What follows belongs to an exercise in optimizing a design on an open flow for small area, a short achievable clock period and few clock cycles per item; a production flow would make more cautious choices. Only simulation tests tie the RTL to the original design; equivalence was not proved. The clock port is modelled as an ideal driver, which makes a skipped or thinned clock tree look cheaper than it is; a real chip needs a root buffer or a tree.

**flow/flow/run.sh**
```bash
#!/bin/bash
# Own layout flow: the standard ORFS flow (standard.sh, unchanged synthesis),
# with the port buffers made of sky130_fd_sc_hd__buf_2 instead of the default
# delay-cell buffers, a larger setup-repair margin and clock-tree options of our
# own.  Every make step writes its own log under orfs/logs/; make's own output
# goes to standard.log.
set -euo pipefail
export BUFFER_PORTS_ARGS="-buffer_cell sky130_fd_sc_hd__buf_2"
export SETUP_SLACK_MARGIN=7.0
export CTS_ARGS="-sink_clustering_enable -repair_clock_nets -sink_clustering_size 34 -sink_clustering_max_diameter 110 -buf_list sky130_fd_sc_hd__clkbuf_16 -dont_use_dummy_load"
bash standard.sh > standard.log 2>&1
```
**flow/standard.sh**
```bash
#!/bin/bash
# synth_recipe.tcl (not shown) runs the flow's synth.tcl, then flattens the netlist and writes it again
# the make line also repeats each setting of config.mk as NAME=value (left out here)
make -C /OpenROAD-flow-scripts/flow DESIGN_CONFIG=/design/flow/config.mk WORK_HOME=/design/flow/orfs CLKGATE_MAP_FILE= SYNTH_SCRIPT=/design/flow/synth_recipe.tcl "${@:-finish}"
```
**flow/config.mk**
```make
export PLATFORM = sky130hd
export DESIGN_NAME = matrixMultiplier
export DESIGN_NICKNAME = matrixMultiplier
export VERILOG_FILES = /design/flow/design.v
export SDC_FILE = /design/flow/constraint.sdc
export NUM_CORES = 4
export LEC_CHECK = 0
export ABC_CLOCK_PERIOD_IN_PS = 3000
export CAP_MARGIN = 20
export CORE_MARGIN = 2
export CORE_UTILIZATION = 40
export SLEW_MARGIN = 20
```
**flow/constraint.sdc**
```tcl
create_clock -name core_clock -period 10.0 [get_ports {clk}]
set_input_delay 2.0000 -clock core_clock [delete_from_list [all_inputs] [get_ports {clk}]]
set_output_delay 2.0000 -clock core_clock [all_outputs]
set_load 0.01 [all_outputs]
```
**flow/design.v**
```verilog
module matrixMultiplier(input st, rst, clk, input [7:0] data_in, output done, output [7:0] dataout);
  reg run, wt, done_r;
  reg [3:0] u;             
  reg [2:0] ph;            
  wire start = wt & ~st;
  always @(posedge clk or posedge rst)
    if (rst) begin run <= 1'b0; wt <= 1'b0; done_r <= 1'b0; end
    else begin
      wt <= wt ? st : (~run & st);
      run <= start | (run & ~((u == 4'd15) & ph[0]));    
      done_r <= run & (u == 4'd5) & ph[2];               
    end
  assign done = done_r;
  always @(posedge clk) begin
    u <= start ? 4'd0 : u + {3'd0, ph[2]};
    ph <= start ? 3'b001 : {ph[1:0], ph[2]};    
  end
  reg [7:0] ra0,ra1,ra2,ra3,ra4,ra5,ra6,ra7,ra8;
  reg [7:0] rb0,rb1,rb2,rb3,rb4,rb5,rb6,rb7,rb8;
  wire lda = (u < 4'd3);                 
  wire ldb = (u >= 4'd3) & (u < 4'd6);   
  always @(posedge clk) begin
    ra0 <= lda ? data_in : ra8;
    {ra8,ra7,ra6,ra5,ra4,ra3,ra2,ra1} <= {ra7,ra6,ra5,ra4,ra3,ra2,ra1,ra0};
    rb0 <= ldb ? data_in : rb8;
    {rb8,rb7,rb6,rb5,rb4,rb3,rb2,rb1} <= {rb7,rb6,rb5,rb4,rb3,rb2,rb1,rb0};
  end
  reg [2:0] sa;
  reg [4:0] sb;
  wire ke = ph[1];
  always @(posedge clk) begin
    if (start) begin sa <= 3'd2; sb <= 5'd4; end
    else begin
      if (ke & ~sb[2]) sa <= {sa[1:0], sa[2]};
      sb <= ke ? {sb[1], sb[0], sb[2], 2'b00} : {1'b0, sb[4:1]};
    end
  end
  reg [7:0] ar, br;
  always @(posedge clk) begin
    ar <= ({8{sa[0]}} & ra1) | ({8{sa[1]}} & ra4) | ({8{sa[2]}} & ra7);
    br <= ({8{sb[0]}} & rb0) | ({8{sb[1]}} & rb2) | ({8{sb[2]}} & rb4) | ({8{sb[3]}} & rb6) | ({8{sb[4]}} & rb8);
  end
  wire pp0_0 = ar[0] & br[0];
  wire pp0_1 = ar[1] & br[0];
  wire pp0_2 = ar[2] & br[0];
  wire pp0_3 = ar[3] & br[0];
  wire pp0_4 = ar[4] & br[0];
  wire pp0_5 = ar[5] & br[0];
  wire pp0_6 = ar[6] & br[0];
  wire pp0_7 = ar[7] & br[0];
  wire pp1_0 = ar[0] & br[1];
  wire pp1_1 = ar[1] & br[1];
  wire pp1_2 = ar[2] & br[1];
  wire pp1_3 = ar[3] & br[1];
  wire pp1_4 = ar[4] & br[1];
  wire pp1_5 = ar[5] & br[1];
  wire pp1_6 = ar[6] & br[1];
  wire pp1_7 = ar[7] & br[1];
  wire pp2_0 = ar[0] & br[2];
  wire pp2_1 = ar[1] & br[2];
  wire pp2_2 = ar[2] & br[2];
  wire pp2_3 = ar[3] & br[2];
  wire pp2_4 = ar[4] & br[2];
  wire pp2_5 = ar[5] & br[2];
  wire pp2_6 = ar[6] & br[2];
  wire pp2_7 = ar[7] & br[2];
  wire pp3_0 = ar[0] & br[3];
  wire pp3_1 = ar[1] & br[3];
  wire pp3_2 = ar[2] & br[3];
  wire pp3_3 = ar[3] & br[3];
  wire pp3_4 = ar[4] & br[3];
  wire pp3_5 = ar[5] & br[3];
  wire pp3_6 = ar[6] & br[3];
  wire pp3_7 = ar[7] & br[3];
  wire pp4_0 = ar[0] & br[4];
  wire pp4_1 = ar[1] & br[4];
  wire pp4_2 = ar[2] & br[4];
  wire pp4_3 = ar[3] & br[4];
  wire pp4_4 = ar[4] & br[4];
  wire pp4_5 = ar[5] & br[4];
  wire pp4_6 = ar[6] & br[4];
  wire pp4_7 = ar[7] & br[4];
  wire pp5_0 = ar[0] & br[5];
  wire pp5_1 = ar[1] & br[5];
  wire pp5_2 = ar[2] & br[5];
  wire pp5_3 = ar[3] & br[5];
  wire pp5_4 = ar[4] & br[5];
  wire pp5_5 = ar[5] & br[5];
  wire pp5_6 = ar[6] & br[5];
  wire pp5_7 = ar[7] & br[5];
  wire pp6_0 = ar[0] & br[6];
  wire pp6_1 = ar[1] & br[6];
  wire pp6_2 = ar[2] & br[6];
  wire pp6_3 = ar[3] & br[6];
  wire pp6_4 = ar[4] & br[6];
  wire pp6_5 = ar[5] & br[6];
  wire pp6_6 = ar[6] & br[6];
  wire pp6_7 = ar[7] & br[6];
  wire pp7_0 = ar[0] & br[7];
  wire pp7_1 = ar[1] & br[7];
  wire pp7_2 = ar[2] & br[7];
  wire pp7_3 = ar[3] & br[7];
  wire pp7_4 = ar[4] & br[7];
  wire pp7_5 = ar[5] & br[7];
  wire pp7_6 = ar[6] & br[7];
  wire pp7_7 = ar[7] & br[7];
  wire n1 = pp0_6 ^ pp1_5;
  wire n2 = pp0_6 & pp1_5;
  wire n3 = pp0_7 ^ pp1_6 ^ pp2_5;
  wire n4 = (pp0_7 & pp1_6) | (pp0_7 & pp2_5) | (pp1_6 & pp2_5);
  wire n5 = pp3_4 ^ pp4_3;
  wire n6 = pp3_4 & pp4_3;
  wire n7 = pp1_7 ^ pp2_6 ^ pp3_5;
  wire n8 = (pp1_7 & pp2_6) | (pp1_7 & pp3_5) | (pp2_6 & pp3_5);
  wire n9 = pp4_4 ^ pp5_3;
  wire n10 = pp4_4 & pp5_3;
  wire n11 = pp2_7 ^ pp3_6 ^ pp4_5;
  wire n12 = (pp2_7 & pp3_6) | (pp2_7 & pp4_5) | (pp3_6 & pp4_5);
  wire n13 = pp0_4 ^ pp1_3;
  wire n14 = pp0_4 & pp1_3;
  wire n15 = pp0_5 ^ pp1_4 ^ pp2_3;
  wire n16 = (pp0_5 & pp1_4) | (pp0_5 & pp2_3) | (pp1_4 & pp2_3);
  wire n17 = pp3_2 ^ pp4_1;
  wire n18 = pp3_2 & pp4_1;
  wire n19 = pp2_4 ^ pp3_3 ^ pp4_2;
  wire n20 = (pp2_4 & pp3_3) | (pp2_4 & pp4_2) | (pp3_3 & pp4_2);
  wire n21 = pp5_1 ^ pp6_0 ^ n1;
  wire n22 = (pp5_1 & pp6_0) | (pp5_1 & n1) | (pp6_0 & n1);
  wire n23 = pp5_2 ^ pp6_1 ^ pp7_0;
  wire n24 = (pp5_2 & pp6_1) | (pp5_2 & pp7_0) | (pp6_1 & pp7_0);
  wire n25 = n2 ^ n3 ^ n5;
  wire n26 = (n2 & n3) | (n2 & n5) | (n3 & n5);
  wire n27 = pp6_2 ^ pp7_1 ^ n4;
  wire n28 = (pp6_2 & pp7_1) | (pp6_2 & n4) | (pp7_1 & n4);
  wire n29 = n6 ^ n7 ^ n9;
  wire n30 = (n6 & n7) | (n6 & n9) | (n7 & n9);
  wire n31 = pp5_4 ^ pp6_3 ^ pp7_2;
  wire n32 = (pp5_4 & pp6_3) | (pp5_4 & pp7_2) | (pp6_3 & pp7_2);
  wire n33 = n8 ^ n10 ^ n11;
  wire n34 = (n8 & n10) | (n8 & n11) | (n10 & n11);
  wire n35 = pp3_7 ^ pp4_6 ^ pp5_5;
  wire n36 = (pp3_7 & pp4_6) | (pp3_7 & pp5_5) | (pp4_6 & pp5_5);
  wire n37 = pp6_4 ^ pp7_3 ^ n12;
  wire n38 = (pp6_4 & pp7_3) | (pp6_4 & n12) | (pp7_3 & n12);
  wire n39 = pp4_7 ^ pp5_6 ^ pp6_5;
  wire n40 = (pp4_7 & pp5_6) | (pp4_7 & pp6_5) | (pp5_6 & pp6_5);
  wire n41 = pp0_3 ^ pp1_2;
  wire n42 = pp0_3 & pp1_2;
  wire n43 = pp2_2 ^ pp3_1 ^ pp4_0;
  wire n44 = (pp2_2 & pp3_1) | (pp2_2 & pp4_0) | (pp3_1 & pp4_0);
  wire n45 = pp5_0 ^ n14 ^ n15;
  wire n46 = (pp5_0 & n14) | (pp5_0 & n15) | (n14 & n15);
  wire n47 = n16 ^ n18 ^ n19;
  wire n48 = (n16 & n18) | (n16 & n19) | (n18 & n19);
  wire n49 = n20 ^ n22 ^ n23;
  wire n50 = (n20 & n22) | (n20 & n23) | (n22 & n23);
  wire n51 = n24 ^ n26 ^ n27;
  wire n52 = (n24 & n26) | (n24 & n27) | (n26 & n27);
  wire n53 = n28 ^ n30 ^ n31;
  wire n54 = (n28 & n30) | (n28 & n31) | (n30 & n31);
  wire n55 = n32 ^ n34 ^ n35;
  wire n56 = (n32 & n34) | (n32 & n35) | (n34 & n35);
  wire n57 = pp7_4 ^ n36 ^ n38;
  wire n58 = (pp7_4 & n36) | (pp7_4 & n38) | (n36 & n38);
  wire n59 = pp5_7 ^ pp6_6 ^ pp7_5;
  wire n60 = (pp5_7 & pp6_6) | (pp5_7 & pp7_5) | (pp6_6 & pp7_5);
  wire n61 = pp0_2 ^ pp1_1;
  wire n62 = pp0_2 & pp1_1;
  wire n63 = pp2_1 ^ pp3_0 ^ n41;
  wire n64 = (pp2_1 & pp3_0) | (pp2_1 & n41) | (pp3_0 & n41);
  wire n65 = n13 ^ n42 ^ n43;
  wire n66 = (n13 & n42) | (n13 & n43) | (n42 & n43);
  wire n67 = n17 ^ n44 ^ n45;
  wire n68 = (n17 & n44) | (n17 & n45) | (n44 & n45);
  wire n69 = n21 ^ n46 ^ n47;
  wire n70 = (n21 & n46) | (n21 & n47) | (n46 & n47);
  wire n71 = n25 ^ n48 ^ n49;
  wire n72 = (n25 & n48) | (n25 & n49) | (n48 & n49);
  wire n73 = n29 ^ n50 ^ n51;
  wire n74 = (n29 & n50) | (n29 & n51) | (n50 & n51);
  wire n75 = n33 ^ n52 ^ n53;
  wire n76 = (n33 & n52) | (n33 & n53) | (n52 & n53);
  wire n77 = n37 ^ n54 ^ n55;
  wire n78 = (n37 & n54) | (n37 & n55) | (n54 & n55);
  wire n79 = n39 ^ n56 ^ n57;
  wire n80 = (n39 & n56) | (n39 & n57) | (n56 & n57);
  wire n81 = n40 ^ n58 ^ n59;
  wire n82 = (n40 & n58) | (n40 & n59) | (n58 & n59);
  wire n83 = pp6_7 ^ pp7_6 ^ n60;
  wire n84 = (pp6_7 & pp7_6) | (pp6_7 & n60) | (pp7_6 & n60);
  reg [14:0] cs0;
  reg [13:0] cs1;
  always @(posedge clk) begin
    cs0 <= {pp7_7, n82, n80, n78, n76, n74, n72, n70, n68, n66, n64, n62, pp2_0, pp0_1, pp0_0};
    cs1 <= {n84, n83, n81, n79, n77, n75, n73, n71, n69, n67, n65, n63, n61, pp1_0};
  end
  wire [15:0] x0 = {1'b0, cs0[14], cs0[13], cs0[12], cs0[11], cs0[10], cs0[9], cs0[8], cs0[7], cs0[6], cs0[5], cs0[4], cs0[3], cs0[2], cs0[1], cs0[0]};
  wire [15:0] x1 = {1'b0, cs1[13], cs1[12], cs1[11], cs1[10], cs1[9], cs1[8], cs1[7], cs1[6], cs1[5], cs1[4], cs1[3], cs1[2], cs1[1], cs1[0], 1'b0};
  reg [16:0] acc;
  reg [7:0] lo, mid;       
  reg [1:0] hi;
  wire last = ph[0];       
  wire [17:0] sum;
  wire s0 = acc[0] ^ x0[0] ^ x1[0];
  wire c0 = (acc[0] & x0[0]) | (acc[0] & x1[0]) | (x0[0] & x1[0]);
  wire s1 = acc[1] ^ x0[1] ^ x1[1];
  wire c1 = (acc[1] & x0[1]) | (acc[1] & x1[1]) | (x0[1] & x1[1]);
  wire s2 = acc[2] ^ x0[2] ^ x1[2];
  wire c2 = (acc[2] & x0[2]) | (acc[2] & x1[2]) | (x0[2] & x1[2]);
  wire s3 = acc[3] ^ x0[3] ^ x1[3];
  wire c3 = (acc[3] & x0[3]) | (acc[3] & x1[3]) | (x0[3] & x1[3]);
  wire s4 = acc[4] ^ x0[4] ^ x1[4];
  wire c4 = (acc[4] & x0[4]) | (acc[4] & x1[4]) | (x0[4] & x1[4]);
  wire s5 = acc[5] ^ x0[5] ^ x1[5];
  wire c5 = (acc[5] & x0[5]) | (acc[5] & x1[5]) | (x0[5] & x1[5]);
  wire s6 = acc[6] ^ x0[6] ^ x1[6];
  wire c6 = (acc[6] & x0[6]) | (acc[6] & x1[6]) | (x0[6] & x1[6]);
  wire s7 = acc[7] ^ x0[7] ^ x1[7];
  wire c7 = (acc[7] & x0[7]) | (acc[7] & x1[7]) | (x0[7] & x1[7]);
  wire s8 = acc[8] ^ x0[8] ^ x1[8];
  wire c8 = (acc[8] & x0[8]) | (acc[8] & x1[8]) | (x0[8] & x1[8]);
  wire s9 = acc[9] ^ x0[9] ^ x1[9];
  wire c9 = (acc[9] & x0[9]) | (acc[9] & x1[9]) | (x0[9] & x1[9]);
  wire s10 = acc[10] ^ x0[10] ^ x1[10];
  wire c10 = (acc[10] & x0[10]) | (acc[10] & x1[10]) | (x0[10] & x1[10]);
  wire s11 = acc[11] ^ x0[11] ^ x1[11];
  wire c11 = (acc[11] & x0[11]) | (acc[11] & x1[11]) | (x0[11] & x1[11]);
  wire s12 = acc[12] ^ x0[12] ^ x1[12];
  wire c12 = (acc[12] & x0[12]) | (acc[12] & x1[12]) | (x0[12] & x1[12]);
  wire s13 = acc[13] ^ x0[13] ^ x1[13];
  wire c13 = (acc[13] & x0[13]) | (acc[13] & x1[13]) | (x0[13] & x1[13]);
  wire s14 = acc[14] ^ x0[14] ^ x1[14];
  wire c14 = (acc[14] & x0[14]) | (acc[14] & x1[14]) | (x0[14] & x1[14]);
  wire s15 = acc[15] ^ x0[15] ^ x1[15];
  wire c15 = (acc[15] & x0[15]) | (acc[15] & x1[15]) | (x0[15] & x1[15]);
  wire kg0_0 = s0 & 1'b0;
  wire kp0_0 = s0 ^ 1'b0;
  wire kg1_0 = s1 & c0;
  wire kp1_0 = s1 ^ c0;
  wire kg2_0 = s2 & c1;
  wire kp2_0 = s2 ^ c1;
  wire kg3_0 = s3 & c2;
  wire kp3_0 = s3 ^ c2;
  wire kg4_0 = s4 & c3;
  wire kp4_0 = s4 ^ c3;
  wire kg5_0 = s5 & c4;
  wire kp5_0 = s5 ^ c4;
  wire kg6_0 = s6 & c5;
  wire kp6_0 = s6 ^ c5;
  wire kg7_0 = s7 & c6;
  wire kp7_0 = s7 ^ c6;
  wire kg8_0 = s8 & c7;
  wire kp8_0 = s8 ^ c7;
  wire kg9_0 = s9 & c8;
  wire kp9_0 = s9 ^ c8;
  wire kg10_0 = s10 & c9;
  wire kp10_0 = s10 ^ c9;
  wire kg11_0 = s11 & c10;
  wire kp11_0 = s11 ^ c10;
  wire kg12_0 = s12 & c11;
  wire kp12_0 = s12 ^ c11;
  wire kg13_0 = s13 & c12;
  wire kp13_0 = s13 ^ c12;
  wire kg14_0 = s14 & c13;
  wire kp14_0 = s14 ^ c13;
  wire kg15_0 = s15 & c14;
  wire kp15_0 = s15 ^ c14;
  wire kg16_0 = acc[16] & c15;
  wire kp16_0 = acc[16] ^ c15;
  wire kg17_0 = 1'b0 & 1'b0;
  wire kp17_0 = 1'b0 ^ 1'b0;
  wire kG1_1 = kg1_0 | (kp1_0 & kg0_0);
  wire kP1_1 = kp1_0 & kp0_0;
  wire kG3_2 = kg3_0 | (kp3_0 & kg2_0);
  wire kP3_2 = kp3_0 & kp2_0;
  wire kG5_3 = kg5_0 | (kp5_0 & kg4_0);
  wire kP5_3 = kp5_0 & kp4_0;
  wire kG7_4 = kg7_0 | (kp7_0 & kg6_0);
  wire kP7_4 = kp7_0 & kp6_0;
  wire kG9_5 = kg9_0 | (kp9_0 & kg8_0);
  wire kP9_5 = kp9_0 & kp8_0;
  wire kG11_6 = kg11_0 | (kp11_0 & kg10_0);
  wire kP11_6 = kp11_0 & kp10_0;
  wire kG13_7 = kg13_0 | (kp13_0 & kg12_0);
  wire kP13_7 = kp13_0 & kp12_0;
  wire kG15_8 = kg15_0 | (kp15_0 & kg14_0);
  wire kP15_8 = kp15_0 & kp14_0;
  wire kG17_9 = kg17_0 | (kp17_0 & kg16_0);
  wire kP17_9 = kp17_0 & kp16_0;
  wire kG3_10 = kG3_2 | (kP3_2 & kG1_1);
  wire kP3_10 = kP3_2 & kP1_1;
  wire kG7_11 = kG7_4 | (kP7_4 & kG5_3);
  wire kP7_11 = kP7_4 & kP5_3;
  wire kG11_12 = kG11_6 | (kP11_6 & kG9_5);
  wire kP11_12 = kP11_6 & kP9_5;
  wire kG15_13 = kG15_8 | (kP15_8 & kG13_7);
  wire kP15_13 = kP15_8 & kP13_7;
  wire kG7_14 = kG7_11 | (kP7_11 & kG3_10);
  wire kP7_14 = kP7_11 & kP3_10;
  wire kG15_15 = kG15_13 | (kP15_13 & kG11_12);
  wire kP15_15 = kP15_13 & kP11_12;
  wire kG15_16 = kG15_15 | (kP15_15 & kG7_14);
  wire kP15_16 = kP15_15 & kP7_14;
  wire kG11_17 = kG11_12 | (kP11_12 & kG7_14);
  wire kP11_17 = kP11_12 & kP7_14;
  wire kG5_18 = kG5_3 | (kP5_3 & kG3_10);
  wire kP5_18 = kP5_3 & kP3_10;
  wire kG9_19 = kG9_5 | (kP9_5 & kG7_14);
  wire kP9_19 = kP9_5 & kP7_14;
  wire kG13_20 = kG13_7 | (kP13_7 & kG11_17);
  wire kP13_20 = kP13_7 & kP11_17;
  wire kG17_21 = kG17_9 | (kP17_9 & kG15_16);
  wire kP17_21 = kP17_9 & kP15_16;
  wire kG2_22 = kg2_0 | (kp2_0 & kG1_1);
  wire kP2_22 = kp2_0 & kP1_1;
  wire kG4_23 = kg4_0 | (kp4_0 & kG3_10);
  wire kP4_23 = kp4_0 & kP3_10;
  wire kG6_24 = kg6_0 | (kp6_0 & kG5_18);
  wire kP6_24 = kp6_0 & kP5_18;
  wire kG8_25 = kg8_0 | (kp8_0 & kG7_14);
  wire kP8_25 = kp8_0 & kP7_14;
  wire kG10_26 = kg10_0 | (kp10_0 & kG9_19);
  wire kP10_26 = kp10_0 & kP9_19;
  wire kG12_27 = kg12_0 | (kp12_0 & kG11_17);
  wire kP12_27 = kp12_0 & kP11_17;
  wire kG14_28 = kg14_0 | (kp14_0 & kG13_20);
  wire kP14_28 = kp14_0 & kP13_20;
  wire kG16_29 = kg16_0 | (kp16_0 & kG15_16);
  wire kP16_29 = kp16_0 & kP15_16;
  assign sum[0] = kp0_0;
  assign sum[1] = kp1_0 ^ kg0_0;
  assign sum[2] = kp2_0 ^ kG1_1;
  assign sum[3] = kp3_0 ^ kG2_22;
  assign sum[4] = kp4_0 ^ kG3_10;
  assign sum[5] = kp5_0 ^ kG4_23;
  assign sum[6] = kp6_0 ^ kG5_18;
  assign sum[7] = kp7_0 ^ kG6_24;
  assign sum[8] = kp8_0 ^ kG7_14;
  assign sum[9] = kp9_0 ^ kG8_25;
  assign sum[10] = kp10_0 ^ kG9_19;
  assign sum[11] = kp11_0 ^ kG10_26;
  assign sum[12] = kp12_0 ^ kG11_17;
  assign sum[13] = kp13_0 ^ kG12_27;
  assign sum[14] = kp14_0 ^ kG13_20;
  assign sum[15] = kp15_0 ^ kG14_28;
  assign sum[16] = kp16_0 ^ kG15_16;
  assign sum[17] = kp17_0 ^ kG16_29;
  always @(posedge clk) begin
    acc <= last ? 17'd0 : sum[16:0];
    lo <= last ? sum[7:0] : mid;
    mid <= last ? sum[15:8] : {6'd0, hi};
    hi <= sum[17:16];
  end
  assign dataout = lo;
endmodule
```
==> notes.md, run 1 <==
type of the worst min-delay path=reg2reg; Fin Hold WS=0.2559 ns; Setup Viol. Count Final=0; mean post-synth cell area=about 13 um^2; Synth Area in Compound Gates=0.05136; RePlAce Congestion=between 0.8 and 0.9; Remaining DRCs=0; top flop regs=acc (17), cs0 (15), cs1 (14); clock latency (worst-skew pair)=0.47 ns; Worst Path Buf+Inv=1; Clk pin slew, worst setup/hold paths=0.11 ns; clock root buffer master=clkbuf_16; Die X-Extent=146.2 um; Synth area leaders=dfxtp_1, fa_1, and2_1; Syn Std Cell Area=roughly 0.0081 mm^2; RSZ-0062 raised after global routing=yes; Most flops, register=acc; Max transition margin=0.5790; Distinct cells, synth=35; routed len/inst=14.90 um; mux contribution to synthesized area=0.03558; setup_tns=0 ns; GRT Overall Usage=0.1315; main combinational cell family by area after synthesis=adder cells; area grow syn2layout=8.369%; fmax=335.6 MHz; die height=146.2 um; Pre-antenna DRT Iters=7; post-route ant nets=0; Clock Sink Count=242; DRT Wirelength=approximately 14 mm; largest net degree at the start of global routing=38; H-tree levels=1; total gr overflow=0; CP Data Arrival Time=0.98 ns; Setup Fix Bufs, Post-CTS=0; vias=4,187; Critical Path RT=8.00 ns; die area=0.02137 mm^2; fin crit share=0.2980; min cycle time layout=2.980 ns; post-synth top area share=0.5916; crit path launch type=flip-flop; IO Count=20; nets=733; Core Area=0.02004 mm^2; first-pass GRT wire length=22.73 mm; CTS tree=built; dominant synthesized flop cell=dfxtp_1; initial core utilization=0.4036; post-synthesis simple-gate area fraction=0.09050; clock skew=0.07102 ns; number of synthesized flops with an enable pin=0; XOR/XNOR Fraction of Synth Area=0.009746; Syn Nets=just over 700; DP HPWL=about 10 mm; filler cell count in the final layout=between 1,500 and 2,000; Placed Area=about 0.0085 mm^2; num rows=52; post-synthesis adder-cell area fraction=0.1788; Hold-fix buffers, CTS=0; Synthesis Warnings=1; final hold vios=0; initial antenna violation count=0; number of global-route vias before repair=4,411; design area=0.008765 mm^2; IO Port Bufs=19; Worst Max-Slew Pin Slew=between 0.6 and 0.7 ns; Slew Limit Fails=0; Yosys reg bits=approximately 240; Mapped Cells=roughly 620; CP Capture Type=output port; crit-path max FO=1; cell taking the most area after synthesis=dfxtp_1; Critical-path top delay cell=dfrtp_1; 1st-iter DRT viols=257; clock buffer depth=3; MaxCap Viol Count=0; max reg flops=17; share of cells above drive strength 1=0.09091; Worst path top cell family by delay=flip-flops; number of CTS-inserted buffers=11; Critical Path Max Stage Delay=0.38 ns; asr flop ratio synth=0.01240; crit path kind=reg2out; status=timing/DRC/antenna clean; register area share after synthesis=0.6009; CP Cell Sequence=buf_2; ANT cells=0; vias per inst=4.611
## layout by cell type, fill, tap and decap left out, drive strengths merged, types with 4 or more instances in the layout
cell and n:
dfxtp 239, and2 60, inv 59, fa 56, nand2 30, ha 26
mux2 22, nor2 22, buf 20, a222oi 16, nor2b 14, clkbuf 11
a21oi 10, a22oi 9, xnor2 6, o21ai 5, mux2i 4
## Yosys cell counts, drive strengths merged (2+ instances only)
master,n
a211oi,3
a21o,2
a21oi,10
a222oi,16
a22oi,9
and2,60
clkbuf,11
dfrtp,3
dfxtp,239
fa,56
ha,26
inv,59
mux2,22
mux2i,4
nand2,30
nand2b,3
nand3,2
nor2,22
nor2b,14
nor3b,2
o211ai,3
o21a,3
o21ai,5
xnor2,6
xor2,3
## metal layers
layer,part of all wire,track usage,vias to the layer above
li1,-,-,2022
met1,0.48,0.1829,2058
met2,0.47,0.2170,91
met3,0.038,0.01969,16
met4,0.017,0.03447,0
met5,0,0,-
## path summary, 6_finish.rpt
path	startpoint	cells after the start	slack (ns)	end
setup / recovery	done_r	1	7.02	done
hold / removal	rb1[7]	0	0.26	rb2[7]
setup reg to reg	cs0[7]	11	7.18	mid[5]
hold reg to reg	rb1[7]	0	0.26	rb2[7]
max in group asynchronous	rst	2	8.50	wt
min in group asynchronous	rst	2	1.36	run
## area by class of cell
class / count / area [um^2] / share of cell area
repair buffers: 20 / 102.6 / 0.01171
multi-input cells: 306 / 2968 / 0.3386
flip-flops and latches: 242 / 4860 / 0.5545
well taps: 270 / 337.8 / 0.03854
clock buffers: 11 / 275.3 / 0.03141
inverters: 59 / 221.5 / 0.02527
## logic make-up after synthesis
family / after synthesis
adders and majority gates: 82
DFF: 242
AOI/OAI and AO/OA: 53
muxes: 26
buffers and inverters: 71
and+or+nand+nor: 136
xor gates and xnor gates: 9
## through the flow
stage,std cells,utilization,setup slack [ns]
final,908,0.4374,7.020
after global routing,908,0.4374,6.978
after CTS,908,0.4374,7.003
after detailed placement,897,0.4233,6.996
after global placement,897,0.4233,7.070
after floorplan,619,-,7.287
## repair_timing
action                                  4_1_cts  5_1_grt
endpoints found under the setup margin        2        6
pin swaps                                     0        1
gates resized for setup                       1        0
cloned                                        0        0
Testbench counts, summed over its fixed seeds: cycles 7,680, items 160.
==> run 2, diff against run 1 <==
--- a/flow/flow/run.sh
+++ b/flow/flow/run.sh
@@ -7,5 +7,5 @@
 set -euo pipefail
 export BUFFER_PORTS_ARGS="-buffer_cell sky130_fd_sc_hd__buf_2"
 export SETUP_SLACK_MARGIN=7.0
-export CTS_ARGS="-sink_clustering_enable -repair_clock_nets -sink_clustering_size 34 -sink_clustering_max_diameter 110 -buf_list sky130_fd_sc_hd__clkbuf_16 -dont_use_dummy_load"
+export CTS_ARGS="-sink_clustering_enable -repair_clock_nets -sink_clustering_size 30 -sink_clustering_max_diameter 100 -buf_list {sky130_fd_sc_hd__clkbuf_8 sky130_fd_sc_hd__clkbuf_16} -dont_use_dummy_load"
 bash standard.sh > standard.log 2>&1
==> run 2 against run 1 <==
Clock-buffer cell count increased by 1. Maximum frequency increased by 0.85%. Synthesized cell count unchanged. Still clean on timing, DRC and antenna. Flip-flop and latch count unchanged. Die area did not move. Register-to-register slack hardly changed. Core utilization increased by 0.15 points. Sequential share of layout area down 0.19 points. Highest routed layer unchanged.
==> notes.md, run 2 <==
Worst Max-Slew Pin Slew=0.6681 ns; register area share after synthesis=0.6009; Worst Setup SP=done_r; met3 routed WL=439 um; Hold-fix buffers, CTS=0; dominant synthesized flop cell=dfxtp_1; DRT Wirelength=13.33 mm; H-tree levels=1; leading cell types in the layout, fill and taps excluded=dfxtp_1, and2_1, inv_1, fa_1, nand2_1; Synth top cells by count=dfxtp_1, and2_1, inv_1, fa_1, nand2_1; XOR/XNOR Fraction of Synth Area=0.009746; DP HPWL=9.773 mm; RSZ-0062 raised after global routing=yes; initial core utilization=0.4036; initial antenna violation count=0; Die X-Extent=146.2 um; die height=146.2 um; Distinct cells, synth=35; DP Worst Slack=6.996 ns; setup_tns=0 ns; vias=4,186; WL met2=6.167 mm; fin crit share=0.2954; M1 wire length=6.463 mm; number of CTS-inserted buffers=12; post-route ant nets=0; worst reg2reg path depth=11; Worst path top cell family by delay=flip-flops; routed len/inst=14.66 um; largest net degree at the start of global routing=38; clock buffer depth=3; design area=0.008795 mm^2; post-synthesis adder-cell area fraction=0.1788; CTS tree=built; Slew Limit Fails=0; Synth Area in Compound Gates=0.05136; Pre-antenna DRT Iters=5; final worst setup slack=7.046 ns; Critical Path End=done; post-synthesis simple-gate area fraction=0.09050; total gr overflow=0; reg-to-reg startpoint=cs0[7]; 1st-iter DRT viols=252; uppermost routed layer=met4; Fin Hold WS=0.2574 ns; Most flops, register=acc; IO Port Bufs=19; Critical Path RT=8.00 ns; Remaining DRCs=0; GRT Overall Usage=0.1294; share of cells above drive strength 1=0.09390; min cycle time layout=2.954 ns; ANT cells=0; die area=0.02137 mm^2; num rows=52; Core Area=between 0.02 and 0.025 mm^2; Clk pin slew, worst setup/hold paths=0.10 ns; most common cell after layout, fill and taps aside=dfxtp_1; CP Capture Type=output port; nets=734; asr flop ratio synth=0.01240; Yosys reg bits=242; vias per inst=4.605; clock root buffer master=clkbuf_16; Syn Std Cell Area=~0.0081 mm^2; type of the worst min-delay path=reg2reg; Critical Path Max Stage Delay=0.37 ns; post-synth top area share=0.5916; IO Count=20; Synthesis Warnings=1; Mapped Cells=about 620; Reg-to-Reg End=mid[5]; clock latency (worst-skew pair)=0.48 ns; mux contribution to synthesized area=0.03558; Critical-path top delay cell=dfrtp_1; Syn Nets=a little over 700; MaxCap Viol Count=0; crit-path max FO=1; Setup Viol. Count Final=0; CP Cell Sequence=buf_2; max reg flops=17; CP Depth=1; status=timing/DRC/antenna clean; number of synthesized flops with an enable pin=0; cell taking the most area after synthesis=dfxtp_1; crit path launch type=flip-flop; fmax=338.5 MHz; main combinational cell family by area after synthesis=adder cells; RePlAce Congestion=a little over 0.8; Synth area leaders=dfxtp_1, fa_1, and2_1; top flop regs=acc (17), cs0 (15), cs1 (14); Clock Sink Count=242; Placed Area=0.008482 mm^2; crit path kind=reg2out; Setup Fix Bufs, Post-CTS=0; mean post-synth cell area=13.07 um^2; clock skew=0.05789 ns; first-pass GRT wire length=22.46 mm; cell with the most instances after synthesis=dfxtp_1; number of global-route vias before repair=4,401; final hold vios=0; Max transition margin=0.5531; CP Data Arrival Time=0.95 ns; area grow syn2layout=8.741%; Worst Path Buf+Inv=1
==> run 2: how the worst min path moves through the flow <==
stage / start / endpoint / slack (ns) / cells after the start
finish: rb1[2] / rb2[2] / 0.26 / 0
CTS: rb1[2] / rb2[2] / 0.26 / 0
detailed placement: ra3[0] / ra4[0] / 0.31 / 0
global placement: ra5[1] / ra6[1] / 0.31 / 0
floorplan: ra0[0] / ra1[0] / 0.31 / 0
global route: rb1[2] / rb2[2] / 0.26 / 0
==> run 2: logic make-up (layout without fill, tap and decap cells) <==
| family | count (synthesis) | in the layout |
|---|---|---|
| flip-flops | 242 | 242 |
| AO/OA/AOI/OAI | 53 | 53 |
| multiplexers | 26 | 26 |
| AND/OR/NAND/NOR | 136 | 136 |
| buffers and inverters | 71 | 91 |
| XOR/XNOR | 9 | 9 |
| adder cells (fa/ha/maj) | 82 | 82 |
==> run 2: per-stage QoR <==
step           std cells    util
2_1_floorplan        619       -
3_3_place_gp         897  0.4233
3_5_place_dp         897  0.4233
4_1_cts              909  0.4386
5_1_grt              909  0.4389
6_report             909  0.4389
==> run 2: per-layer routing <==
| layer | up-vias | GRT usage |
|---|---|---|
| li1 | 2025 | - |
| met1 | 2077 | 0.1805 |
| met2 | 67 | 0.2118 |
| met3 | 17 | 0.02250 |
| met4 | 0 | 0.03058 |
| met5 | - | 0 |
==> run 2: repair_timing <==
item                                    4_1_cts  5_1_grt
endpoints found under the setup margin        3        7
resized for setup                             1        1
pin swaps                                     0        1
==> run 2: layout make-up <==
| cell class | instances | area (um^2) |
|---|---|---|
| clock buffer | 12 | 300.3 |
| fill | 1873 | 11240 |
| inverter | 59 | 221.5 |
| multi-input combinational | 306 | 2973 |
| sequential | 242 | 4860 |
| tap | 270 | 337.8 |
| timing repair buffer | 20 | 102.6 |
==> run 3, diff against run 2 <==
==> flow/flow/run.sh (replaced) <==
#!/bin/bash
# Own layout flow: the standard ORFS flow (standard.sh, unchanged synthesis),
# with the port buffers made of sky130_fd_sc_hd__buf_2 instead of the default
# delay-cell buffers, a larger setup-repair margin, clock-tree options of our
# own, and a hook after clock-tree synthesis (flow/cts_post.tcl) that drives the
# leaf clock buffers straight from the root clock buffer.  Every make step
# writes its own log under orfs/logs/; make's own output goes to standard.log.
set -euo pipefail
export BUFFER_PORTS_ARGS="-buffer_cell sky130_fd_sc_hd__buf_2"
export SETUP_SLACK_MARGIN=7.25
export CTS_ARGS="-sink_clustering_enable -repair_clock_nets -sink_clustering_size 30 -sink_clustering_max_diameter 100 -buf_list sky130_fd_sc_hd__clkbuf_16 -dont_use_dummy_load"
export POST_CTS_TCL="$PWD/flow/cts_post.tcl"
bash standard.sh > standard.log 2>&1
==> flow/flow/cts_post.tcl (new file) <==
# POST_CTS_TCL hook: drive the leaf clock buffers straight from the root
# clock buffer.  TritonCTS puts one H-tree level of branch buffers between the
# root buffer and the leaf buffers; removing that level makes the clock reach
# every register earlier by the same amount.  Timing is then repaired again
# and the placement legalised, as cts.tcl does after clock_tree_synthesis.
set block [ord::get_db_block]
set clkport [$block findBTerm clk]
set clknet [$clkport getNet]
# the root buffer: the clock port's only load
set root ""
foreach it [$clknet getITerms] { if {[$it isInputSignal]} { set root [$it getInst] } }
set rootnet [[$root findITerm X] getNet]
set removed 0
foreach it [$rootnet getITerms] {
  set inst [$it getInst]
  if {$inst == $root} continue
  if {![string match "*clkbuf*" [[$inst getMaster] getName]]} continue
  set onet [[$inst findITerm X] getNet]
  # bypass it only if it drives nothing but other clock buffers
  set ok 1
  foreach l [$onet getITerms] {
    if {[$l getInst] == $inst} continue
    if {![string match "*clkbuf*" [[[$l getInst] getMaster] getName]]} { set ok 0 }
  }
  if {!$ok} continue
  foreach l [$onet getITerms] {
    if {[$l getInst] == $inst} continue
    $l disconnect
    $l connect $rootnet
  }
  puts "bypassed clock buffer [$inst getName]"
  odb::dbInst_destroy $inst
  odb::dbNet_destroy $onet
  incr removed
}
puts "removed $removed branch clock buffers"
estimate_parasitics -placement
report_clock_skew
repair_timing_helper
detailed_placement
check_placement -verbose
==> run 3 against run 2 <==
Cell area up 1.1%. Register-to-register slack improved by 0.12 ns. Critical path depth is the same. Clock skew grew 0.0031 ns. Routed wire length grew 1.7%. Maximum frequency grew 1.7%. Critical endpoint unchanged. Largest cell class unchanged.
==> notes.md, run 3 <==
first-pass GRT wire length=approximately 23 mm; share of cells above drive strength 1=0.1357; GRT Overall Usage=0.1354; leading cell types in the layout, fill and taps excluded=dfxtp_1, inv_1, and2_1, fa_1, nand2_1; vias per inst=4.619; Pre-antenna DRT Iters=5; Synth area leaders=dfxtp_1, fa_1, and2_1; MaxCap Viol Count=0; ANT cells=0; Worst Max-Slew Pin Slew=0.6672 ns; cell taking the most area after synthesis=dfxtp_1; CP Capture Type=output port; area grow syn2layout=9.963%; crit path kind=reg2out; nets=736; crit-path max FO=1; total gr overflow=0; dominant synthesized flop cell=dfxtp_1; Worst Path Buf+Inv=1; largest net degree at the start of global routing=38; fmax=344.1 MHz; Clk pin slew, worst setup/hold paths=around 0.1 ns; Slew Limit Fails=0; Clock Sink Count=242; DP HPWL=roughly 9.8 mm; Critical Path Max Stage Delay=0.37 ns; Max transition margin=0.5538; routed len/inst=14.88 um; asr flop ratio synth=0.01240; Fin Hold WS=0.2585 ns; number of synthesized flops with an enable pin=0; Synthesis Warnings=1; IO Port Bufs=19; mean post-synth cell area=13.07 um^2; crit path launch type=flip-flop; clock latency (worst-skew pair)=0.40 ns; Critical Path RT=8.00 ns; top flop regs=acc (17), cs0 (15), cs1 (14); Most flops, register=acc; post-synth top area share=0.5916; DP Worst Slack=about 7.0 ns; design area=0.008894 mm^2; most common cell after layout, fill and taps aside=dfxtp_1; die area=0.02137 mm^2; initial core utilization=0.4036; post-route ant nets=0; final hold vios=0; Core Area=0.02004 mm^2; Critical-path top delay cell=dfrtp_1; type of the worst min-delay path=reg2reg; Syn Std Cell Area=0.008088 mm^2; Worst path top cell family by delay=flip-flops; max reg flops=17; fin crit share=0.2906; Synth top cells by count=dfxtp_1, and2_1, inv_1, fa_1, nand2_1; final worst setup slack=between 7 and 8 ns; min cycle time layout=2.906 ns; vias=4,208; Distinct cells, synth=35; Die X-Extent=146.2 um; DRT Wirelength=between 10 and 15 mm; initial antenna violation count=0; CP Data Arrival Time=0.91 ns; die height=146.2 um; Remaining DRCs=0; num rows=52; IO Count=20; Yosys reg bits=between 200 and 250; Placed Area=0.008482 mm^2; Setup Viol. Count Final=0; cell with the most instances after synthesis=dfxtp_1; Syn Nets=712; register area share after synthesis=0.6009; RePlAce Congestion=0.8088; Mapped Cells=619; status=timing/DRC/antenna clean; RSZ-0062 raised after global routing=yes; 1st-iter DRT viols=258; CP Cell Sequence=buf_2; number of global-route vias before repair=4,416; setup_tns=0 ns; clock skew=0.06102 ns
-- run 3: cell count changes in the layout (fill, tap and decap cells not counted), moves of 3 or more --
cell | previous run | this run
buf_4 | 1 | 5
dfxtp_1 | 239 | 229
dfxtp_2 | 0 | 10
fa_1 | 56 | 53
fa_2 | 0 | 3
ha_1 | 26 | 21
ha_4 | 0 | 4
-- run 3: area by class of cell --
type                       count  area [um^2]
fill                        1870        11150
sequential                   242         4872
multi-input combinational    306         3073
tap                          270        337.8
clock buffer                  10        250.2
inverter                      59        221.5
timing repair buffer          24        138.9
-- run 3: worst paths after layout --
kind                              from     end  slack, ns  cells after the start
worst max-delay path            done_r    done       7.09                      1
worst min-delay path            rb1[2]  rb2[2]       0.26                      0
worst max register to register  acc[4]  mid[6]       7.30                      8
worst min register to register  rb1[2]  rb2[2]       0.26                      0
max in group asynchronous          rst      wt       8.43                      2
min in group asynchronous          rst  done_r       1.44                      2
-- run 3: metal layers --
layer	share of wire	wire length (um)	global-route usage
met1	0.48	6449	0.1814
met2	0.47	6334	0.2156
met3	0.037	499	0.03281
met4	0.020	269	0.04806
met5	0	0	0
-- run 3: cells by family after synthesis --
kind of cell             synth area share
AO/OA/AOI/OAI                     0.05136
XOR/XNOR                         0.009747
adder cells (fa/ha/maj)            0.1788
buffers and inverters             0.03311
flip-flops                         0.6009
multiplexers                      0.03558
AND/OR/NAND/NOR                   0.09050
-- run 3: per-stage QoR --
stage | utilization | std cells
6_report | 0.4438 | 911
5_1_grt | 0.4438 | 911
3_5_place_dp | 0.4233 | 897
3_3_place_gp | 0.4233 | 897
2_1_floorplan | - | 619
==> run 4, diff against run 3 <==
--- a/flow/flow/run.sh
+++ b/flow/flow/run.sh
@@ -7,7 +7,7 @@
 # writes its own log under orfs/logs/; make's own output goes to standard.log.
 set -euo pipefail
 export BUFFER_PORTS_ARGS="-buffer_cell sky130_fd_sc_hd__buf_2"
-export SETUP_SLACK_MARGIN=7.25
+export SETUP_SLACK_MARGIN=7.1
 export CTS_ARGS="-sink_clustering_enable -repair_clock_nets -sink_clustering_size 30 -sink_clustering_max_diameter 100 -buf_list sky130_fd_sc_hd__clkbuf_16 -dont_use_dummy_load"
 export POST_CTS_TCL="$PWD/flow/cts_post.tcl"
 bash standard.sh > standard.log 2>&1
==> run 4 against run 3 <==
Still clean. Final cell count shrank 0.44%. Maximum frequency barely moved. First-iteration DRC count up 3.5%. Setup slack about the same. Sequential share of layout area rose by 0.62 points. Critical path type unchanged. Critical endpoint unchanged. Highest routed layer unchanged.
==> notes.md, run 4 <==
Synth top cells by count=dfxtp_1, and2_1, inv_1, fa_1, nand2_1; Placed Area=roughly 0.0085 mm^2; max reg flops=17; design area=0.008773 mm^2; fin crit share=0.2906; vias=approximately 4,200; min cycle time layout=2.906 ns; CP Data Arrival Time=0.91 ns; Core Area=0.02004 mm^2; Syn Nets=712; Syn Std Cell Area=0.008088 mm^2; Yosys reg bits=242; top flop regs=acc (17), cs0 (15), cs1 (14); most common cell after layout, fill and taps aside=dfxtp_1; number of synthesized flops with an enable pin=0; asr flop ratio synth=0.01240; ANT cells=0; num rows=between 50 and 60; Worst Path Buf+Inv=1; MaxCap Viol Count=0; Critical-path top delay cell=dfrtp_1; cell with the most instances after synthesis=dfxtp_1; RSZ-0062 raised after global routing=yes; leading cell types in the layout, fill and taps excluded=dfxtp_1, and2_1, inv_1, fa_1, nand2_1; share of cells above drive strength 1=0.09733; initial antenna violation count=0; Worst path top cell family by delay=flip-flops; Critical Path RT=8.00 ns; Critical Path Max Stage Delay=0.37 ns; final hold vios=0; Mapped Cells=619; die height=146.2 um; IO Port Bufs=19; clock skew=0.06122 ns; fmax=344.1 MHz; area grow syn2layout=8.478%; Synth area leaders=dfxtp_1, fa_1, and2_1; CP Cell Sequence=buf_2; crit-path max FO=1; Pre-antenna DRT Iters=5; Worst Max-Slew Pin Slew=0.6522 ns; Most flops, register=acc; Setup Viol. Count Final=0; post-synth top area share=0.5916; IO Count=20; Clock Sink Count=242; setup_tns=0 ns; cell taking the most area after synthesis=dfxtp_1; Clk pin slew, worst setup/hold paths=0.10 ns; first-pass GRT wire length=22.37 mm; status=timing/DRC/antenna clean; RePlAce Congestion=about 0.81; mean post-synth cell area=~13 um^2; clock latency (worst-skew pair)=0.40 ns; DRT Wirelength=13.33 mm; die area=approximately 0.021 mm^2; 1st-iter DRT viols=around 270; Slew Limit Fails=0; nets=732; initial core utilization=0.4036; largest net degree at the start of global routing=38; Remaining DRCs=0; GRT Overall Usage=0.1337; Distinct cells, synth=35; Max transition margin=0.5638; post-route ant nets=0; DP HPWL=9.773 mm; crit path kind=reg2out; vias per inst=4.585; dominant synthesized flop cell=dfxtp_1; total gr overflow=0; Synthesis Warnings=1; number of global-route vias before repair=between 4,000 and 5,000; register area share after synthesis=0.6009; routed len/inst=14.70 um; Die X-Extent=146.2 um; type of the worst min-delay path=reg2reg; CP Capture Type=output port; crit path launch type=flip-flop
run 4: kinds of logic (layout without fill, tap and decap cells):
group | count (synthesis) | in the layout | synth area share
adders and majority gates | 82 | 82 | 0.1788
and+or+nand+nor | 136 | 136 | 0.09050
AOI/OAI and AO/OA | 53 | 53 | 0.05136
buffers and inverters | 71 | 89 | 0.03311
DFF | 242 | 242 | 0.6009
muxes | 26 | 26 | 0.03558
xor gates and xnor gates | 9 | 9 | 0.009747
run 4: area by class of cell:
cell class / count / area [um^2]
clock buffers: 10 / 250.2
fillers: 1879 / 11270
inverters: 59 / 221.5
multi-input cells: 306 / 2994
flip-flops and latches: 242 / 4861
well taps: 270 / 337.8
repair buffers: 20 / 108.9
run 4: metal layers:
layer  up-vias  GRT usage  wire [um]
met2        56     0.2113       6196
met4         0    0.04806        213
li1       2021          -          -
met5         -          0          0
met1      2068     0.1799       6449
met3        14    0.03281        473
run 4: worst paths after layout:
| path | cells after the start | startpoint | end |
|---|---|---|---|
| worst max-delay path | 1 | done_r | done |
| worst min-delay path | 0 | rb1[2] | rb2[2] |
| worst max register to register | 9 | cs0[3] | mid[5] |
| worst min register to register | 0 | rb1[2] | rb2[2] |
| max in group asynchronous | 2 | rst | wt |
| min in group asynchronous | 2 | rst | done_r |
run 4: metrics by stage:
stage | utilization | instances | setup WS, ns | hold slack [ns]
after floorplan | - | 619 | 7.287 | 0.3096
after global placement | 0.4233 | 897 | 7.070 | 0.3101
after detailed placement | 0.4233 | 897 | 6.996 | 0.3121
after global routing | 0.4378 | 907 | 7.045 | 0.2649
final | 0.4378 | 907 | 7.094 | 0.2582
==> run 5, diff against run 4 <==
--- a/flow/config.mk
+++ b/flow/config.mk
@@ -8,5 +8,5 @@
 export ABC_CLOCK_PERIOD_IN_PS = 3000
 export CAP_MARGIN = 20
 export CORE_MARGIN = 2
-export CORE_UTILIZATION = 40
+export CORE_UTILIZATION = 65
 export SLEW_MARGIN = 20
==> run 5 against run 4 <==
Register-to-register slack got worse by 0.03 ns. Flip-flop and latch count did not move. Maximum frequency rose by 0.53%. Core utilization rose by 28 points. Critical path type unchanged. First-iteration DRC count rose by 18%. Critical endpoint unchanged. Still clean. Die area fell by 38%. Clock-buffer cell count did not move.
==> notes.md, run 5 <==
status=timing/DRC/antenna clean; crit path kind=reg2out; IO Count=20; cell with the most instances after synthesis=dfxtp_1; post-route ant nets=0; Pre-antenna DRT Iters=7; Worst path top cell family by delay=flip-flops; CP Cell Sequence=buf_2; initial antenna violation count=0; nets=732; IO Port Bufs=19; Worst Max-Slew Pin Slew=0.6237 ns; most common cell after layout, fill and taps aside=dfxtp_1; Syn Nets=712; post-synthesis simple-gate area fraction=0.09050; largest net degree at the start of global routing=38; clock skew=0.06621 ns; post-synthesis adder-cell area fraction=0.1788; Most flops, register=acc; Synthesis Warnings=1; post-synth top area share=0.5916; max reg flops=17; crit-path max FO=1; Distinct cells, synth=35; register area share after synthesis=0.6009; Critical-path top delay cell=dfrtp_1; routed len/inst=approximately 16 um; asr flop ratio synth=0.01240; Yosys reg bits=roughly 240; type of the worst min-delay path=reg2reg; Worst Path Buf+Inv=1; Layout Utilization=0.7185; setup_tns=0 ns; die area=0.01335 mm^2; design area=0.008666 mm^2; ANT cells=0; dominant synthesized flop cell=dfxtp_1; total gr overflow=0; final worst setup slack=between 7 and 8 ns; Clk pin slew, worst setup/hold paths=0.10 ns; DRT Wirelength=12.77 mm; GRT Overall Usage=0.2137; Mapped Cells=619; RePlAce Congestion=0.7613; Synth Area in Compound Gates=0.05136; clock latency (worst-skew pair)=0.39 ns; Setup Viol. Count Final=0; CP Capture Type=output port; num rows=40; top flop regs=acc (17), cs0 (15), cs1 (14); DP Worst Slack=roughly 6.9 ns; number of global-route vias before repair=4,303; Synth top cells by count=dfxtp_1, and2_1, inv_1, fa_1, nand2_1; XOR/XNOR Fraction of Synth Area=0.009746; fin crit share=0.2890; Remaining DRCs=0; cell taking the most area after synthesis=dfxtp_1; Synth area leaders=dfxtp_1, fa_1, and2_1; CP Data Arrival Time=a little under 0.9 ns; first-pass GRT wire length=21.53 mm; RSZ-0062 raised after global routing=yes; vias per inst=5.143; Slew Limit Fails=0; Clock Sink Count=about 240; mean post-synth cell area=13.07 um^2; Max transition margin=0.5829; Critical Path Max Stage Delay=0.37 ns; fmax=346.0 MHz; number of synthesized flops with an enable pin=0; die height=115.5 um; initial core utilization=0.6705; final hold vios=0; min cycle time layout=2.890 ns; Die X-Extent=115.5 um; crit path launch type=flip-flop; Core Area=0.01206 mm^2; 1st-iter DRT viols=315; MaxCap Viol Count=0; main combinational cell family by area after synthesis=adder cells; vias=4,140; mux contribution to synthesized area=0.03558; share of cells above drive strength 1=0.1052; Syn Std Cell Area=around 0.0081 mm^2; area grow syn2layout=7.147%; leading cell types in the layout, fill and taps excluded=dfxtp_1, and2_1, inv_1, fa_1, nand2_1; DP HPWL=9.201 mm; Critical Path RT=~8.0 ns; Placed Area=~0.0084 mm^2
## run 5: final timing paths
path,depth (start not counted),slack (ns),startpoint,endpoint
max,1,7.11,done_r,done
min,0,0.26,rb7[4],rb8[4]
max reg2reg,9,7.21,acc[2],acc[11]
min reg2reg,0,0.26,rb7[4],rb8[4]
max in group asynchronous,2,8.42,rst,done_r
min in group asynchronous,2,1.45,rst,run
## run 5: cell type report
cell class	count	area, um^2
Clock buffer	10	250.2
Fill cell	865	3396
Inverter	59	221.5
Multi-Input combinational cell	306	3019
Sequential cell	242	4862
Tap cell	168	210.2
Timing Repair Buffer	20	102.6
## run 5: routing by layer
metal	wire length, um	part of all wire	vias up	track usage
li1	-	-	2010	-
met1	5806	0.45	2047	0.2721
met2	6226	0.49	66	0.3540
met3	432	0.034	17	0.05962
met4	304	0.024	0	0.07470
met5	0	0	-	0
## run 5: logic make-up after synthesis
logic type,Yosys count
DFF,242
and+or+nand+nor,136
adders and majority gates,82
buffers and inverters,71
AOI/OAI and AO/OA,53
muxes,26
xor gates and xnor gates,9
## run 5: stage by stage
step / instances / hold WS, ns
floorplan: 619 / 0.3096
global placement: 795 / 0.3101
detailed placement: 795 / 0.3121
global route: 805 / 0.2466
finish: 805 / 0.2556
==> run 6, diff against run 5 <==
--- a/flow/flow/run.sh
+++ b/flow/flow/run.sh
@@ -8,6 +8,6 @@
 set -euo pipefail
 export BUFFER_PORTS_ARGS="-buffer_cell sky130_fd_sc_hd__buf_2"
 export SETUP_SLACK_MARGIN=7.1
-export CTS_ARGS="-sink_clustering_enable -repair_clock_nets -sink_clustering_size 30 -sink_clustering_max_diameter 100 -buf_list sky130_fd_sc_hd__clkbuf_16 -dont_use_dummy_load"
+export CTS_ARGS="-sink_clustering_enable -repair_clock_nets -sink_clustering_size 24 -sink_clustering_max_diameter 80 -buf_list sky130_fd_sc_hd__clkbuf_16 -dont_use_dummy_load"
 export POST_CTS_TCL="$PWD/flow/cts_post.tcl"
 bash standard.sh > standard.log 2>&1
--- a/flow/config.mk
+++ b/flow/config.mk
@@ -8,5 +8,5 @@
 export ABC_CLOCK_PERIOD_IN_PS = 3000
 export CAP_MARGIN = 20
 export CORE_MARGIN = 2
-export CORE_UTILIZATION = 65
+export CORE_UTILIZATION = 40
 export SLEW_MARGIN = 20
==> run 6 against run 5 <==
Synthesized cell count unchanged. First-iteration DRC count decreased by 23%. Worst hold slack improved by 0.074 ns. Highest routed layer unchanged.
==> notes.md, run 6 <==
CP Cell Sequence=buf_2; Critical Path Max Stage Delay=0.37 ns; clock latency (worst-skew pair)=about 0.42 ns; type of the worst min-delay path=reg2reg; status=timing/DRC/antenna clean; Worst Max-Slew Pin Slew=between 0.6 and 0.7 ns; area used by multi-input combinational logic=a little over 0.003 mm^2; Synth top cells by count=dfxtp_1, and2_1, inv_1, fa_1, nand2_1; post-synth top area share=0.5916; Most flops, register=acc; most common cell after layout, fill and taps aside=dfxtp_1; Worst path top cell family by delay=flip-flops; Synthesis Warnings=1; design area=0.008848 mm^2; initial antenna violation count=0; cell taking the most area after synthesis=dfxtp_1; CP Capture Type=output port; IO Port Bufs=19; Mapped Cells=619; routed len/inst=about 15 um; max reg flops=17; Placed Area=0.008482 mm^2; nets=~740; crit-path max FO=1; Critical-path top delay cell=dfrtp_1; vias per inst=roughly 4.6; RSZ-0062 raised after global routing=yes; leading cell types in the layout, fill and taps excluded=dfxtp_1, and2_1, inv_1, fa_1, nand2_1; Setup Viol. Count Final=0; Core Area=between 0.02 and 0.025 mm^2; die height=146.2 um; GRT Overall Usage=0.1370; share of cells above drive strength 1=0.1047; DP HPWL=9.773 mm; top flop regs=acc (17), cs0 (15), cs1 (14); worst hold start=ra3[0]; asr flop ratio synth=0.01240; Clock Sink Count=242; Clk pin slew, worst setup/hold paths=approximately 0.09 ns; Die X-Extent=around 150 um; number of synthesized flops with an enable pin=0; dominant synthesized flop cell=dfxtp_1; Distinct cells, synth=35; fin crit share=0.2922; Syn Std Cell Area=0.008088 mm^2; Pre-antenna DRT Iters=5; Syn Nets=712; die area=0.02137 mm^2; crit path launch type=flip-flop; first-pass GRT wire length=22.66 mm; RePlAce Congestion=0.8088; Worst Setup SP=done_r; Layout Utilization=0.4416; cell with the most instances after synthesis=dfxtp_1; area grow syn2layout=9.406%; crit path kind=reg2out; setup_tns=0 ns; Slew Limit Fails=0; initial core utilization=0.4036; Synth area leaders=dfxtp_1, fa_1, and2_1; final hold vios=0; reg-to-reg startpoint=acc[2]; fmax=around 340 MHz; number of global-route vias before repair=4,421; register area=0.004860 mm^2; num rows=52; Max transition margin=0.5657; filler cell count in the final layout=1,867; ANT cells=0; MaxCap Viol Count=0; Worst Path Buf+Inv=1; Yosys reg bits=242; total gr overflow=0; mean post-synth cell area=13.07 um^2; CP Data Arrival Time=~0.9 ns; DRT Wirelength=13.56 mm; register area share after synthesis=0.6009; Fin Hold WS=between 0.3 and 0.4 ns; Critical Path RT=around 8 ns; IO Count=20; clock skew=about 0.037 ns; min cycle time layout=just under 3 ns; post-route ant nets=0; largest net degree at the start of global routing=38; 1st-iter DRT viols=241; Remaining DRCs=0; vias=around 4,200
[run 6: kinds of logic after synthesis]
kind of cell    count (synthesis)  synth area share
compound gates                 53           0.05136
flops                         242            0.6009
simple gates                  136           0.09050
mux                            26           0.03558
buf+inv                        71           0.03311
xor+xnor                        9          0.009747
fa+ha+maj                      82            0.1788
[run 6: final cells by class]
type	instances	share of cell area
inverters	59	0.02503
repair buffers	21	0.01244
well taps	270	0.03818
flip-flops and latches	242	0.5492
multi-input cells	306	0.3412
clock buffers	12	0.03394
[run 6: final timing paths]
path,endpoint,slack [ns],cells past startpoint
setup / recovery,done,7.08,1
hold / removal,ra4[0],0.33,0
setup reg to reg,acc[15],7.17,9
hold reg to reg,ra4[0],0.33,0
max in group asynchronous,run,8.44,2
min in group asynchronous,wt,1.43,2
[run 6: through the flow]
stage	cells	setup slack, ns
floorplan	619	7.287
global placement	897	7.070
detailed placement	897	6.996
global route	910	7.037
finish	910	7.078
[run 6: layer usage]
metal | wire [um] | track usage | part of all wire
met1 | 6574 | 0.1812 | 0.48
met2 | 6265 | 0.2151 | 0.46
met3 | 419 | 0.03438 | 0.031
met4 | 301 | 0.05874 | 0.022
met5 | 0 | 0 | 0

-- port drivers added, routing unchanged --
In the flow no input, the clock included, has a driving cell. The finished layouts below were timed again as built, in two steps. Step 1 assumes that a clkbuf_16 drives the clock port and a buf_2 every other input. Step 2 adds t to the input delays and takes it off the output delays; t is the mean of the earliest and latest rising clock arrival at the registers after step 1. Input paths then give back, and output paths get back, about the clock's delay inside the block. a / b / c = ideal / step 1 / step 2; a / b = the first two.
run | shift t [ns] | slack for setup (ns) | worst hold slack (ns) | latest minus earliest clock arrival (ns) | cell pins on the clock port's net
run 1 | 0.479 | 7.020 / 6.980 / 7.157 | 0.256 / 0.256 / 0.256 | 0.079 / 0.080 | 1
run 2 | 0.487 | 7.046 / 7.006 / 7.136 | 0.257 / 0.257 / 0.257 | 0.059 / 0.059 | 1
run 3 | 0.407 | 7.094 / 7.054 / 7.137 | 0.258 / 0.258 / 0.258 | 0.067 / 0.067 | 1
run 4 | 0.408 | 7.094 / 7.054 / 7.152 | 0.258 / 0.258 / 0.258 | 0.068 / 0.068 | 1
run 5 | 0.394 | 7.110 / 7.072 / 7.207 | 0.256 / 0.256 / 0.256 | 0.068 / 0.067 | 1
run 6 | 0.441 | 7.078 / 7.036 / 7.124 | 0.329 / 0.329 / 0.329 | 0.037 / 0.038 | 1
After both steps every run listed still meets setup and hold.
